This is an optimization exercise on Yosys and OpenROAD, whose aim is a short achievable clock period and few clock cycles, not a production implementation. Only simulation tests tie the RTL to the original design; equivalence was not proved. Power is estimated from default activity; no workload was simulated.

**flow/config.mk**
```make
export PLATFORM = sky130hd
export DESIGN_NAME = cpu
export DESIGN_NICKNAME = cpu
export VERILOG_FILES = /design/flow/design.v
export SDC_FILE = /design/flow/constraint.sdc
export NUM_CORES = 4
export LEC_CHECK = 0
export CAP_MARGIN = 20
export CORE_MARGIN = 2
export CORE_UTILIZATION = 40
export PLACE_DENSITY = 0.6
export SLEW_MARGIN = 20
```
**flow/constraint.sdc**
```tcl
create_clock -name core_clock -period 6.0 [get_ports {clk}]
set_input_delay 1.2000 -clock core_clock [delete_from_list [all_inputs] [get_ports {clk}]]
set_output_delay 1.2000 -clock core_clock [all_outputs]
set_load 0.01 [all_outputs]
```
**flow/design.v**
```verilog
module cpu(clk,reset,in,out,N,V,Z,mem_cmd,mem_addr,halt);
  input clk, reset;
  input [15:0] in;
  output [15:0] out;
  output N, V, Z;
  output [1:0] mem_cmd;
  output [8:0] mem_addr;
  output halt;
  reg [15:0] R0, R1, R2, R3, R4, R5, R6, R7;
  reg fN, fV, fZ;
  reg halted;
  reg [8:0] fpc;         
  reg       fv;          
  reg [8:0] fpn;         
  reg [2:0]  qv;
  reg [15:0] qi0, qi1, qi2;
  reg [8:0]  qp0, qp1, qp2;    
  reg [8:0]  qt0, qt1, qt2;    
  reg       mld, mst;
  reg [8:0] maddr;
  reg [15:0] mdata;
  reg [2:0] mrd;         
  reg       lv;          
  reg [2:0] lrd;
  wire [15:0] x = qi0;
  wire xv = qv[0];
  wire [2:0] op3 = x[15:13];
  wire [1:0] op2 = x[12:11];
  wire [2:0] rn = x[10:8], rd = x[7:5], rm = x[2:0];
  wire [1:0] sh = x[4:3];
  wire i_movi = op3 == 3'b110 &  op2[1];
  wire i_movr = op3 == 3'b110 & ~op2[1];
  wire i_alu  = op3 == 3'b101;
  wire i_add  = i_alu & op2 == 2'b00;
  wire i_cmp  = i_alu & op2 == 2'b01;
  wire i_and  = i_alu & op2 == 2'b10;
  wire i_mvn  = i_alu & op2 == 2'b11;
  wire i_ldr  = op3 == 3'b011;
  wire i_str  = op3 == 3'b100;
  wire i_b    = op3 == 3'b001;
  wire i_bx   = op3 == 3'b010 & op2 == 2'b00;
  wire i_blx  = op3 == 3'b010 & op2 == 2'b10;
  wire i_bl   = op3 == 3'b010 & op2 == 2'b11;
  wire i_halt = op3 == 3'b111;
  wire rd_rn = i_alu & ~i_mvn | i_ldr | i_str;
  wire rd_rm = i_movr | i_alu;
  wire rd_rd = i_str | i_bx | i_blx;
  wire wr_rn = i_movi | i_bl | i_blx;
  wire wr_rd = i_movr | i_alu & ~i_cmp;
  wire hz_m = mld & (rd_rn & rn == mrd | rd_rm & rm == mrd | rd_rd & rd == mrd |
                     wr_rn & rn == mrd | wr_rd & rd == mrd);
  wire hz_l = lv  & (rd_rn & rn == lrd | rd_rm & rm == lrd | rd_rd & rd == lrd);
  wire hz_h = i_halt & mst;
  wire go = xv & ~halted & ~(hz_m | hz_l | hz_h);
  function [15:0] rsel;
    input [2:0] s;
    input [15:0] a0, a1, a2, a3, a4, a5, a6, a7;
    case (s)
      3'd0: rsel = a0; 3'd1: rsel = a1; 3'd2: rsel = a2; 3'd3: rsel = a3;
      3'd4: rsel = a4; 3'd5: rsel = a5; 3'd6: rsel = a6; default: rsel = a7;
    endcase
  endfunction
  wire [15:0] vn = rsel(rn, R0, R1, R2, R3, R4, R5, R6, R7);
  wire [15:0] vm = rsel(rm, R0, R1, R2, R3, R4, R5, R6, R7);
  wire [15:0] vd = rsel(rd, R0, R1, R2, R3, R4, R5, R6, R7);
  reg [15:0] vs;
  always @(*)
    case (sh)
      2'b00: vs = vm;
      2'b01: vs = {vm[14:0], 1'b0};
      2'b10: vs = {1'b0, vm[15:1]};
      default: vs = {vm[15], vm[15:1]};
    endcase
  wire [15:0] sum = vn + vs;
  wire [15:0] dif = vn - vs;
  wire cN = dif[15];
  wire cZ = vn == vs;
  wire cV = (vn[15] ^ vs[15]) & (dif[15] ^ vn[15]);
  reg [15:0] res;
  always @(*) begin
    res = {{8{x[7]}}, x[7:0]};
    if (i_movr) res = vs;
    if (i_add)  res = sum;
    if (i_and)  res = vn & vs;
    if (i_mvn)  res = ~vs;
    if (i_bl | i_blx) res = {7'b0, qp0};
  end
  wire [2:0] wsel = wr_rn ? rn : rd;
  wire we = go & (wr_rn | wr_rd);
  reg ctake;
  always @(*)
    case (rn)
      3'd0: ctake = 1'b1;
      3'd1: ctake = fZ;
      3'd2: ctake = ~fZ;
      3'd3: ctake = fN ^ fV;
      3'd4: ctake = (fN ^ fV) | fZ;
      default: ctake = 1'b0;
    endcase
  wire take_imm = i_b & ctake | i_bl;
  wire take_reg = i_bx | i_blx;
  wire redir = go & (take_imm | take_reg);
  wire [8:0] rtgt = (i_blx & rd == rn) ? qp0 : vd[8:0];
  wire [8:0] tgt = take_reg ? rtgt : qt0;
  wire hnow = xv & ~halted & i_halt & ~mst;
  wire mbusy = mld | mst;
  wire arr = fv & ~redir;
  wire room = ~qv[2] & ~(qv[1] & arr);
  wire fetch = ~mbusy & ~halted & ~hnow & (redir | room);
  wire [8:0] faddr = redir ? tgt : fpc;
  assign mem_addr = mbusy ? maddr : faddr;
  assign mem_cmd = mld ? 2'b01 : mst ? 2'b10 : fetch ? 2'b01 : 2'b00;
  assign out = mdata;
  assign halt = halted | hnow;
  assign N = fN; assign V = fV; assign Z = fZ;
  wire [8:0] aaddr = vn[8:0] + {{4{x[4]}}, x[4:0]};
  wire pop = go;
  wire [33:0] e0 = {qi0, qp0, qt0};
  wire [33:0] e1 = {qi1, qp1, qt1};
  wire [33:0] e2 = {qi2, qp2, qt2};
  wire [33:0] ea = {in, fpn, fpn + {in[7], in[7:0]}};
  wire [2:0] sv = pop ? {1'b0, qv[2:1]} : qv;
  wire [33:0] s0 = pop ? e1 : e0;
  wire [33:0] s1 = pop ? e2 : e1;
  reg [33:0] n0, n1, n2;
  reg [2:0] nv;
  always @(*) begin
    n0 = s0; n1 = s1; n2 = e2; nv = sv;
    if (arr) begin
      if (~sv[0]) begin n0 = ea; nv[0] = 1'b1; end
      else if (~sv[1]) begin n1 = ea; nv[1] = 1'b1; end
      else begin n2 = ea; nv[2] = 1'b1; end
    end
    if (redir) nv = 3'b000;
  end
  always @(posedge clk) begin
    {qi0, qp0, qt0} <= n0;
    {qi1, qp1, qt1} <= n1;
    {qi2, qp2, qt2} <= n2;
    fpn <= faddr + 9'd1;
    if (fetch) fpc <= faddr + 9'd1;
    else if (redir) fpc <= tgt;
    lrd <= mrd;
    if (go & (i_ldr | i_str)) maddr <= aaddr;
    if (go & i_str) mdata <= vd;
    if (go & i_ldr) mrd <= rd;
    if (go & i_cmp) begin fN <= cN; fV <= cV; fZ <= cZ; end
    if (reset) begin
      qv <= 3'b000; fv <= 1'b0; fpc <= 9'd0; mld <= 1'b0; mst <= 1'b0;
      lv <= 1'b0; halted <= 1'b0;
    end else begin
      qv <= nv; fv <= fetch; mld <= go & i_ldr; mst <= go & i_str;
      lv <= mld;
      if (hnow) halted <= 1'b1;
    end
  end
  always @(posedge clk) begin
    if (we & wsel == 3'd0) R0 <= res; else if (lv & lrd == 3'd0) R0 <= in;
    if (we & wsel == 3'd1) R1 <= res; else if (lv & lrd == 3'd1) R1 <= in;
    if (we & wsel == 3'd2) R2 <= res; else if (lv & lrd == 3'd2) R2 <= in;
    if (we & wsel == 3'd3) R3 <= res; else if (lv & lrd == 3'd3) R3 <= in;
    if (we & wsel == 3'd4) R4 <= res; else if (lv & lrd == 3'd4) R4 <= in;
    if (we & wsel == 3'd5) R5 <= res; else if (lv & lrd == 3'd5) R5 <= in;
    if (we & wsel == 3'd6) R6 <= res; else if (lv & lrd == 3'd6) R6 <= in;
    if (we & wsel == 3'd7) R7 <= res; else if (lv & lrd == 3'd7) R7 <= in;
  end
endmodule
```
**flow/run.sh**
```bash
#!/bin/bash
# synth_recipe.tcl (not shown) runs the flow's synth.tcl, then flattens the netlist and writes it again
# the make line also repeats each setting of config.mk as NAME=value (left out here)
make -C /OpenROAD-flow-scripts/flow DESIGN_CONFIG=/design/flow/config.mk WORK_HOME=/design/flow/orfs CLKGATE_MAP_FILE= SYNTH_SCRIPT=/design/flow/synth_recipe.tcl finish
```
==> summary.txt <==
-- stage by stage --
step,hold slack (ps),setup WS (ps)
after floorplan,403,1520
after global placement,464,973
after detailed placement,472,863
after CTS,483,440
after global routing,514,149
final,476,405
-- metal layers --
layer | GRT usage (%) | part of all wire, % | up-vias
met1 | 39.8 | 41 | 7940
met3 | 5.82 | 9.8 | 176
met4 | 13.4 | 4.9 | 0
li1 | - | - | 7395
met2 | 44.5 | 44 | 944
met5 | 0 | 0 | -
-- placed cells by master (no fill, tap or decap), drive strengths merged, types with 24 or more instances in the layout --
| cell type | count |
|---|---|
| ha | 48 |
| inv | 56 |
| nand3 | 30 |
| a21oi | 161 |
| dfxtp | 97 |
| o211ai | 24 |
| nor2 | 186 |
| mux2i | 97 |
| edfxtp | 193 |
| xnor2 | 41 |
| nor3 | 38 |
| clkbuf | 39 |
| a221oi | 25 |
| nand2 | 259 |
| mux2 | 67 |
| clkdlybuf4s50 | 48 |
| o21ai | 174 |
| buf | 77 |
-- cells by family after synthesis --
logic type / after synthesis / share of synthesized area [%]
buffers and inverters: 213 / 5.12
xor gates and xnor gates: 59 / 2.85
AOI/OAI and AO/OA: 583 / 20.2
adders and majority gates: 51 / 3.54
DFF: 290 / 41.4
and+or+nand+nor: 634 / 15.5
muxes: 182 / 11.4
-- final cells by class --
| class | count | area [um^2] |
|---|---|---|
| clock buffers | 39 | 901 |
| well taps | 607 | 759 |
| clock inverters | 22 | 205 |
| fillers | 4488 | 25400 |
| inverters | 54 | 203 |
| flip-flops and latches | 290 | 7750 |
| multi-input cells | 1509 | 10000 |
| repair buffers | 125 | 1070 |
-- Yosys cell counts, types with 33 or more instances --
| cell type | n | area, um^2 |
|---|---|---|
| a21oi_1 | 158 | 791 |
| buf_2 | 59 | 295 |
| clkbuf_1 | 72 | 270 |
| dfxtp_1 | 97 | 1940 |
| edfxtp_1 | 193 | 5800 |
| ha_1 | 48 | 601 |
| inv_1 | 53 | 199 |
| mux2_2 | 66 | 743 |
| mux2i_1 | 97 | 971 |
| nand2_1 | 259 | 972 |
| nor2_1 | 185 | 694 |
| nor3_1 | 33 | 165 |
| o21ai_0 | 106 | 531 |
| o21ai_1 | 67 | 335 |
| xnor2_1 | 41 | 359 |
-- sequential cells by signal, indices dropped and copies added, names as in the netlist, 16 cells and up --
signal and flops:
qi1 16, R5 16, R2 16, R7 16, R4 16, R1 16
mdata 16, R6 16, R3 16, qi0 16, R0 16, qi2 16
-- worst paths after layout --
check	start	end	cells after the start
min	qp1[4]	qp0[4]	2
min reg2reg	qp1[4]	qp0[4]	2
max reg2reg	qi0[0]	R1[11]	17
max	qi0[13]	mem_addr[8]	9
-- critical path, stage by stage (launching register included) --
cell             delay (ps)
dfxtp_1                 780
nor2b_1                 320
o21ai_1                 140
or4_1                   580
o211a_1                 180
o211ai_2                600
a311oi_1                140
a21oi_1                 430
o21ai_0                 160
clkdlybuf4s50_1         500
-- power breakdown --
| part | switching (uW) | internal (uW) |
|---|---|---|
| combinational | 5470 | 3120 |
| sequential | 583 | 2660 |
| clock | 898 | 1220 |
| total | 6950 | 6990 |
==> out/results.ini <==
[outcome]
status = timing/DRC/antenna clean

[timing]
relSlewSlack_pct = 19.9
fin_setup_tns_ps = 0
setup_viol = 0
finalWorstPathRequiredPeriod_ps = 5590
clock_skew_ps = 15.9
finalMaxSlewViolations = 0
max_freq_mhz = 179
post-route-period-util_pct = 93.2
hold_viol = 0
tightest_slew_ps = 1200
grt_setup_unrepaired = false

[synthesis]
synth_seq_cells = 290
yosys_warnings = 1
synth_area_um2 = 18700
syn_inst = 2012
synth_seq_area_share_pct = 41.4
synth_edf_count = 193
synth_nets = 2081
synth.distinct_cells = 90
async_flop_share_pct = 0
postSynthAreaPerCell_um2 = 9.28
synth_ff_type = edfxtp_1

[clock_tree]
cts.sink_count = 290
cts_resized = 0
cts_tree = done
cts_htree_levels = 2
cts_hold_buf = 0
cts_made_buffers = 34
post-cts-setup-buffer-count = 0
clkSlewWorstSetupHoldPaths_ps = 60
insertion_delay_ps = 560
cts_max_path_buffers = 3
cts_root_buf = clkbuf_16

[placement]
placed_area_um2 = 19800
place.gp.congestion = 1.03
hpwlAfterDp_um = 51500
port_buffers = 48
placedCellCount = 2585

[setup_path]
required_ps = 4800
cp.arrival_ps = 4390
regToRegSetupSlack_ps = 700
critPathMaxFanout = 18
critical_path_class = flop to primary output
end_kind = primary output
cp-start-kind = flop

[routing]
vias_per_cell = 6.22
drt_iter0_drc = 2272
wl_per_cell_um = 26.6
drc_errors = 0
drt_pass1_iterations = 8
vias = 16500
postRouteAntennaNets = 0
wl_um = 70400

[power_and_ir_drop]
power.leakage_uw = 0.00774
powerDensity_nw_per_um2 = 666
total_power_uw = 13900
ir_drop_uv = 486

[run]
max_cap_viol_count = 0

[floorplanning]
die_x_um = 220
die_area_um2 = 48400
design.portCount = 49
start_util_pct = 40.3
fp.coreArea_um2 = 46400
rows = 79
die_h_um = 220

[final_layout]
nets = 2083
area_growth_pct = 12.1
postLayoutCoreUtil_pct = 45.2
post-route-cell-area_um2 = 20900
num_antenna_cells = 0
instances_no_fill = 2646
layout-drive-gt1-share_pct = 13.1

[global_routing]
grt_pass1_wl_um = 103000
first_global_vias = 15500
track_usage_pct = 29.2
antenna_found_initial = 1
grt_max_degree = 64
gr-total-overflow = 0

[worst_hold_path]
hold_path_class = flop to flop

Testbench counts, summed over its fixed seeds: cycles 29,089.

-- static timing again, ports no longer ideal --
The results above use ideal ports. As a check the final layout listed here was re-extracted and re-timed, cells and wires unchanged.
Step 1 (the two cells are an assumption about what drives the block):
set clk [get_ports {clk}]
set_driving_cell -lib_cell sky130_fd_sc_hd__clkbuf_16 $clk
set_driving_cell -lib_cell sky130_fd_sc_hd__buf_2 [delete_from_list [all_inputs] $clk]
Step 2 adds t to the input delays and takes it off the output delays; t is the mean of the earliest and latest rising clock arrival at the registers after step 1. Input paths then give back, and output paths get back, about the clock's delay inside the block.
Three values: no drivers, after step 1, after step 2; two values: the first two.
t (ns): 0.613
slack for setup (ns): 0.405 / 0.346 / 0.703
worst hold slack (ns): 0.476 / 0.476 / 0.476
cell pins on the clock port's net: 1
After both steps this run still meets setup and hold. For this run, drivers alone change the setup slack by -0.059 ns; drivers and shift together by +0.298 ns.
